What follows belongs to an exercise in optimizing a design on an open flow for small area, a short achievable clock period and few clock cycles; a production flow would make more cautious choices. Function was checked by simulation only, so behaviour that the tests miss may differ from the original. The clock input has no modelled driver; a real chip could not lean on it and would need a root buffer or a full tree. Power and IR drop assume default switching activity.

==> flow/design.v <==
module LZ77_Encoder(clk,reset,chardata,valid,encode,finish,offset,match_len,char_nxt);
input               clk;
input               reset;
input       [7:0]   chardata;
output  reg         valid;
output              encode;
output  reg         finish;
output  reg [3:0]   offset;
output  reg [2:0]   match_len;
output      [7:0]   char_nxt;
reg  [7:0] hist [0:8];
reg  [8:0] hv;
reg        eq9l, eq9h;
reg        eq1;
reg  [8:0] dead;
reg  [2:0] k;
integer j;
assign encode   = 1'b1;
assign char_nxt = hist[1];
wire [8:0] eq;
genvar g;
generate
    for (g = 2; g <= 8; g = g + 1) begin : cmp
        assign eq[g-1] = hv[g] & (hist[0] == hist[g]);
    end
endgenerate
assign eq[0] = hv[1] & eq1;
assign eq[8] = eq9l & eq9h;
wire       live = hv[0];
wire [8:0] nm   = ~dead & eq;
wire       emit = (nm == 9'd0) | (k == 3'd7) | ~live;
wire       last = live & (hist[0] == 8'h24);
reg  [3:0] best;
always @(*) begin
    best = 4'd0;
    for (j = 0; j < 9; j = j + 1)
        if (!dead[j]) best = j;
end
wire [2:0] k_inc = {k[2] ^ (k[1] & k[0]), k[1] ^ k[0], ~k[0]};
always @(posedge clk) begin
    hist[0] <= chardata;
    for (j = 1; j <= 8; j = j + 1)
        hist[j] <= hist[j-1];
    eq1       <= (chardata == hist[0]);
    eq9l      <= hv[8] & (chardata[3:0] == hist[8][3:0]);
    eq9h      <= (chardata[7:4] == hist[8][7:4]);
    match_len <= k;
    offset    <= (k == 3'd0) ? 4'd0 : best;
    valid     <= ~reset & live & emit & ~finish;
    finish    <= ~reset & (finish | last);
end
reg  [8:0] hs;
always @(*) begin
    for (j = 0; j < 9; j = j + 1)
        hv[j] = (j % 2) ? ~hs[j] : hs[j];
end
always @(posedge clk) begin
    hs[0] <= ~reset;
    for (j = 1; j < 9; j = j + 1)
        if (j % 2) hs[j] <= ~(~reset & hs[j-1]);
        else       hs[j] <= ~(reset | hs[j-1]);
end
always @(posedge clk) begin
    if (emit) begin
        dead <= 9'd0;
        k    <= 3'd0;
    end else begin
        dead <= ~nm;
        k    <= k_inc;
    end
end
endmodule
Settings: LEC_CHECK=0, CAP_MARGIN=20, CORE_MARGIN=2, CORE_UTILIZATION=50, PLACE_DENSITY=0.6, SLEW_MARGIN=20; clock period 10.0 ns.
standard.sh (not shown) runs the stock make flow with config.mk's settings and CLKGATE_MAP_FILE= SYNTH_SCRIPT=/design/flow/synth_recipe.tcl, a recipe that flattens the netlist after the stock synthesis.
==> flow/flow/run.sh <==
#!/bin/bash
# Standard ORFS layout, except: small fast port buffers, a tighter setup repair
# target, and a hand-built one-level clock tree (flow/manual_cts.tcl) in place of TritonCTS.
set -euo pipefail
KNOBS=$(cat flow/knobs.txt)
eval bash standard.sh $KNOBS PRE_CTS_TCL=$PWD/flow/manual_cts.tcl POST_CTS_TCL=$PWD/flow/post_cts.tcl finish > standard_flow.log 2>&1
==> flow/flow/knobs.txt <==
BUFFER_PORTS_ARGS='-buffer_cell sky130_fd_sc_hd__buf_2' MATCH_CELL_FOOTPRINT=0 SETUP_SLACK_MARGIN=7.2 MCTS_NBUF=4 MCTS_BUF=sky130_fd_sc_hd__buf_12
Other scripts of this flow, unchanged in this note and not shown: flow/flow/manual_cts.tcl, flow/flow/post_cts.tcl
The starting point finished with timing, DRC and antenna clean.
Testbench counts at the start, summed over its fixed seeds: cycles 49,224.
Then changed:
==> flow/flow/knobs.txt (replaced) <==
BUFFER_PORTS_ARGS='-buffer_cell sky130_fd_sc_hd__buf_2' MATCH_CELL_FOOTPRINT=0 SETUP_SLACK_MARGIN=7.3 MCTS_NBUF=4 MCTS_BUF=sky130_fd_sc_hd__buf_12
Result:
- The new run produced a clean layout
- cell area stays flat
- critical path depth does not change
- maximum frequency increases by 1.5%
- setup slack is better by 0.040 ns
- via count is about the same
- final cell count is unchanged
- sequential power stays flat
Then changed:
==> flow/flow/knobs.txt (replaced) <==
BUFFER_PORTS_ARGS='-buffer_cell sky130_fd_sc_hd__buf_2' MATCH_CELL_FOOTPRINT=0 SETUP_SLACK_MARGIN=7.4 MCTS_NBUF=4 MCTS_BUF=sky130_fd_sc_hd__buf_12
What happened:
- The new run finished clean
- total power came out higher by 0.65%
- clock power stays flat
- sequential cell count is unchanged
- cell area increases by 3.4%
- via count rises by 0.56%
- core utilization is higher by 1.9 points
- wire length came out higher by 1.2%
No run of this note takes its clock network from TritonCTS; it comes from the design's own scripts or RTL.

-- what the ideal ports hide --
How much do the figures lean on ideal ports? The routed layouts below were timed once more, with nothing changed but the port constraints. Step 1, drivers: a clkbuf_16 drives clk and a buf_2 each remaining input, both assumed. Step 2, shift: input delay + t, output delay - t, t = (earliest + latest rising clock arrival at the registers) / 2. This alone moves slack from input paths to output paths. a / b / c = ideal / step 1 / step 2; a / b = the first two.
| run | t (ns) | setup slack, ns | worst slew at a driven data input, ns |
|---|---|---|---|
| the first run | 0.213 | 7.328 / 7.247 / 7.281 | 0.03 |
| the second run | 0.213 | 7.368 / 7.287 / 7.281 | 0.03 |
| the third run | 0.213 | 7.388 / 7.307 / 7.316 | 0.03 |
After both steps every run listed still meets setup and hold. For the second run, which loses most, drivers alone change the setup slack by -0.081 ns; drivers and shift together by -0.087 ns.
